Background: an optimization exercise with open tools, aiming at small area. Do not read the settings as production practice.
RTL that was checked went through simulation tests only; none was proved equivalent to the original.
Power is estimated from default activity; no workload was simulated. No driver is modelled on the clock port, so clocking that relies on it looks cheaper here than on a real chip.

== run 1 ==
## ufc_top
module ufc_top(
    input  clk,
    input  rst_n,
    input  mosi,
    output miso,
    output sd_ck,
    output sd_mosi,
    output sd_csn,
    input  sd_miso
);
Size: ~4400 flip-flops, roughly 8 I/O pins, ~0.099 mm^2 of cells after synthesis.
==> flow/config.mk <==
export PLATFORM = sky130hd
export DESIGN_NAME = ufc_top
export DESIGN_NICKNAME = ufc_top
export VERILOG_FILES = /design/flow/design.v
export SDC_FILE = /design/flow/constraint.sdc
export NUM_CORES = 4
export LEC_CHECK = 0
export ABC_AREA = 1
export CAP_MARGIN = 20
export CORE_MARGIN = 2
export CORE_UTILIZATION = 65
export SLEW_MARGIN = 20
==> flow/constraint.sdc <==
create_clock -name core_clock -period 10.0 [get_ports {clk}]
set_input_delay 2.0000 -clock core_clock [delete_from_list [all_inputs] [get_ports {clk}]]
set_output_delay 2.0000 -clock core_clock [all_outputs]
set_load 0.01 [all_outputs]
standard.sh (not shown) runs the stock make flow with config.mk's settings and CLKGATE_MAP_FILE= SYNTH_SCRIPT=/design/flow/synth_recipe.tcl, a recipe that flattens the netlist after the stock synthesis.
==> flow/flow/run.sh <==
#!/bin/bash
# The standard layout, with clock tree settings of our own: buf_12 clock buffers, larger leaf
# clusters and no
# dummy loads. Each tool's output goes to a log file here; ORFS keeps its own logs under orfs/logs.
set -euo pipefail
export CTS_ARGS="-sink_clustering_enable -repair_clock_nets -dont_use_dummy_load -buf_list sky130_fd_sc_hd__buf_12 -sink_clustering_size 30 -sink_clustering_max_diameter 80"
bash standard.sh > standard_sh.log 2>&1
[inputs] run 2 vs run 1
-- flow/flow/run.sh --
<<< run 1, line 6
export CTS_ARGS="-sink_clustering_enable -repair_clock_nets -dont_use_dummy_load -buf_list sky130_fd_sc_hd__buf_12 -sink_clustering_size 30 -sink_clustering_max_diameter 80"
>>> run 2, line 6
export CTS_ARGS="-sink_clustering_enable -repair_clock_nets -dont_use_dummy_load -buf_list sky130_fd_sc_hd__buf_12 -sink_clustering_size 34 -sink_clustering_max_diameter 70 -apply_ndr full"
==> notes.md <==
Sum of internal, switching and leakage power, run 2 and run 1: higher on run 1
On relative slew slack, run 2 does better than run 1.
Compared run 2 against run 1; number of nets in the layout within noise.
In run 2, actual transition at the worst max-transition pin is lower than in run 1.
Relative to run 2, the following input files were edited for run 3:
-- flow/flow/run.sh --
<<< run 2, line 6
export CTS_ARGS="-sink_clustering_enable -repair_clock_nets -dont_use_dummy_load -buf_list sky130_fd_sc_hd__buf_12 -sink_clustering_size 34 -sink_clustering_max_diameter 70 -apply_ndr full"
>>> run 3, line 6
export CTS_ARGS="-sink_clustering_enable -repair_clock_nets -dont_use_dummy_load -buf_list sky130_fd_sc_hd__buf_12 -sink_clustering_size 32 -sink_clustering_max_diameter 70"
Notes after the runs:
From run 3 to run 2, non-clock buffer count did not move at all.
Against run 2 as the reference, run 3 delivers a higher global-route wire length before repair.
Area of all placed cells without fillers of run 2 is on par with run 3.
Setup WNS run 2 -> run 3: better

========
Setup of pepper:
ufc_top, a different RTL version from the one above (not shown whole).
For scale: ~4400 flip-flops, roughly 8 I/O pins, roughly 0.099 mm² of cells after synthesis.
clock: 10.0 ns
lec_check: 0
cap_margin: 20
core_margin: 2
core_utilization: 65
slew_margin: 20
==> flow/flow/run.sh <==
#!/bin/bash
# The standard layout, with clock tree settings of our own: larger leaf clusters and no
# dummy loads. Each tool's output goes to a log file here; ORFS keeps its own logs under orfs/logs.
set -euo pipefail
export CTS_ARGS="-sink_clustering_enable -repair_clock_nets -dont_use_dummy_load -buf_list sky130_fd_sc_hd__clkbuf_16 -sink_clustering_size 36 -sink_clustering_max_diameter 55"
bash standard.sh > standard_sh.log 2>&1
pepper: all stages complete, timing, DRC and antenna checks passed
The following lists how fjord was set up differently from pepper:
==> flow/flow/run.sh <==
#!/bin/bash
# The standard layout, with clock tree settings of our own: larger leaf clusters and no
# dummy loads. Each tool's output goes to a log file here; ORFS keeps its own logs under orfs/logs.
set -euo pipefail
export CTS_ARGS="-sink_clustering_enable -repair_clock_nets -dont_use_dummy_load -buf_list sky130_fd_sc_hd__clkbuf_16 -sink_clustering_size 34 -sink_clustering_max_diameter 60"
bash standard.sh > standard_sh.log 2>&1
--- outcome ---
- Diff pepper and fjord: sequential share of cell area higher in fjord
- The run showing the greater max-slew headroom at the worst pin is pepper.
- Summary — met3 wire length, fjord relative to pepper: higher, by about 3.6%.
No functional check of the RTL was part of any run of this note.

========
== run A ==
Another version of the RTL of ufc_top (not shown whole).
Size: about 6,100 cells after synthesis, about 4,500 flip-flops, roughly 8 I/O pins, roughly 0.10 mm^2 of cells after synthesis.
Settings: LEC_CHECK=0, CAP_MARGIN=20, CORE_MARGIN=2, CORE_UTILIZATION=65, CTS_BUF_LIST=sky130_fd_sc_hd__clkbuf_8, CTS_CLUSTER_DIAMETER=40, CTS_CLUSTER_SIZE=20, SLEW_MARGIN=20; clock period 10.0 ns.
run.sh (not shown) runs the stock make flow with config.mk's settings and CLKGATE_MAP_FILE= SYNTH_SCRIPT=/design/flow/synth_recipe.tcl, a recipe that flattens the netlist after the stock synthesis.
Stock flow here: none of the scripts above is used.
Setup changes, run A to run C
- CTS_CLUSTER_SIZE changed from 20 to 30
- CTS_CLUSTER_DIAMETER changed from 40 to 50
- CTS_BUF_LIST changed from sky130_fd_sc_hd__clkbuf_8 to sky130_fd_sc_hd__clkbuf_16
### Flow results
- Comparing run A and run C, the higher sum of routed wire length over all layers was measured on run C.
- Compared with run A, run C shows a higher share of the final layout cell area in sequential cells.
- Clock period minus worst slack on run C is down relative to run A.
- Diff run A -> run C: end-of-flow core utilization has decreased; leakage power figure lower.
No run of this note included a check of the RTL's function; only the layout flow was run.

========
v6:
Another version of the RTL of ufc_top (not shown whole).
Size: about 6000 cells after synthesis, about 4400 flip-flops, about 0.098 sq mm of cells after synthesis.
==> flow/config.mk <==
export PLATFORM = sky130hd
export DESIGN_NAME = ufc_top
export DESIGN_NICKNAME = ufc_top
export VERILOG_FILES = /design/flow/design.v
export SDC_FILE = /design/flow/constraint.sdc
export NUM_CORES = 4
export LEC_CHECK = 0
export ABC_AREA = 1
export CAP_MARGIN = 20
export CORE_MARGIN = 2
export CORE_UTILIZATION = 65
export SLEW_MARGIN = 20
==> flow/constraint.sdc <==
create_clock -name core_clock -period 10.0 [get_ports {clk}]
set_input_delay 2.0000 -clock core_clock [delete_from_list [all_inputs] [get_ports {clk}]]
set_output_delay 2.0000 -clock core_clock [all_outputs]
set_load 0.01 [all_outputs]
standard.sh (not shown) runs the stock make flow with config.mk's settings and CLKGATE_MAP_FILE= SYNTH_SCRIPT=/design/flow/synth_recipe.tcl, a recipe that flattens the netlist after the stock synthesis.
==> flow/flow/run.sh <==
#!/bin/bash
set -uo pipefail
SLEW_OK_PS=121
export PLATFORM_DIR=$FLOW_HOME/platforms/$FLOW_PLATFORM
RESULTS=orfs/results/$FLOW_PLATFORM/ufc_top/base
export RESULTS
settings=("34 70" "33 75" "32 80" "30 80" "28 60")
n=0
for s in "${settings[@]}"; do
  n=$((n+1))
  set -- $s
  export CTS_ARGS="-sink_clustering_enable -repair_clock_nets -dont_use_dummy_load -buf_list sky130_fd_sc_hd__buf_12 -sink_clustering_size $1 -sink_clustering_max_diameter $2"
  if [[ $n -gt 1 ]]; then
    rm -f $RESULTS/4_* $RESULTS/5_* $RESULTS/6_* out/final.def
  fi
  bash standard.sh > standard_sh_$n.log 2>&1 || { echo "attempt $n: layout failed"; continue; }
  openroad -no_init -exit flow/slew.tcl > slew_$n.log 2>&1
  slew=$(awk '/^MAXSLEW/{print $2}' slew_$n.log)
  echo "attempt $n: clusters $1 / $2 um, clock-pin slew ${slew:-unknown} ps"
  if [[ -n "$slew" ]] && awk -v s="$slew" -v ok="$SLEW_OK_PS" 'BEGIN{exit !(s < ok)}'; then
    exit 0
  fi
done
# none met the target: the last attempt's layout stays in out/final.def
exit 0
==> flow/flow/slew.tcl <==
set R $::env(RESULTS)
set P $::env(PLATFORM_DIR)
read_liberty $P/lib/sky130_fd_sc_hd__tt_025C_1v80.lib
read_db $R/6_final.odb
read_sdc $R/6_final.sdc
read_spef $R/6_final.spef
set w 0
foreach pin [all_registers -clock_pins -edge_triggered] {
  foreach e {rise fall} {
    foreach a {max min} {
      set s [get_property $pin slew_${a}_$e]
      if {[string is double -strict $s]} { set w [expr {max($w, [sta::time_ui_sta $s] * 1e12)}] } else { set w 1e9 }
    }
  }
}
puts "MAXSLEW $w"
v6: done, clean on timing, DRC and antenna
Setup changes, v6 to v7
-- flow/config.mk --
<<< v6, line 11
export CORE_UTILIZATION = 65
export SLEW_MARGIN = 20
>>> v7, line 11
export CORE_UTILIZATION = 65
export GPL_ROUTABILITY_DRIVEN = 0
export GPL_TIMING_DRIVEN = 0
export SLEW_MARGIN = 20
==> comparison <==
Delta (v7 minus v6): clock buffer count in the final layout decreased by 2.5% relative to the old numbers, sequential share of layout area flat, length of routed met3 wiring shows an increase of 12%, final wirelength dropped about 6%, instance area at placement shows no meaningful change.

## re-timing with driven ports
The results above use ideal ports. As a check the final layouts listed here were re-extracted and re-timed, cells and wires unchanged. Step 1: set_driving_cell puts a clkbuf_16 on clk and a buf_2 on each other input, an assumption about the parent block. Step 2 times the ports against the registers' clock, not the clock port: input delays grow and output delays shrink by t, the midpoint of the rising clock arrivals with the driver on. a / b / c = ideal ports / drivers / drivers and shift; a / b = the first two.
run | shift t [ns] | slack for setup (ns) | worst hold slack (ns) | clock arrival spread, ns | worst register clock-pin slew, ns
run 1 | 0.785 | 6.025 / 6.082 / 5.297 | 0.225 / 0.225 / 0.225 | 0.138 / 0.139 | 0.11 / 0.11
run 2 | 0.787 | 6.038 / 6.097 / 5.310 | 0.267 / 0.267 / 0.267 | 0.134 / 0.134 | 0.12 / 0.12
run 3 | 0.781 | 6.041 / 6.092 / 5.311 | 0.251 / 0.251 / 0.251 | 0.143 / 0.142 | 0.12 / 0.12
pepper | 0.839 | 5.498 / 5.521 / 4.723 | 0.230 / 0.230 / 0.230 | 0.141 / 0.141 | 0.12 / 0.12
fjord | 0.831 | 5.525 / 5.532 / 4.756 | 0.273 / 0.273 / 0.273 | 0.133 / 0.132 | 0.11 / 0.11
run A | 1.060 | 5.532 / 5.458 / 5.124 | 0.253 / 0.253 / 0.253 | 0.112 / 0.112 | 0.12 / 0.12
run C | 0.899 | 5.682 / 5.603 / 5.097 | 0.295 / 0.295 / 0.295 | 0.056 / 0.057 | 0.12 / 0.12
v6 | 0.775 | 5.244 / 5.299 / 4.524 | 0.254 / 0.254 / 0.254 | 0.122 / 0.122 | 0.12 / 0.12
v7 | 0.778 | 5.053 / 5.114 / 4.335 | 0.262 / 0.262 / 0.262 | 0.098 / 0.099 | 0.12 / 0.12
After both steps setup and hold are still met in every run listed. The setup slack of pepper, which loses most, moves by +0.023 ns with the drivers and by -0.775 ns with both steps.
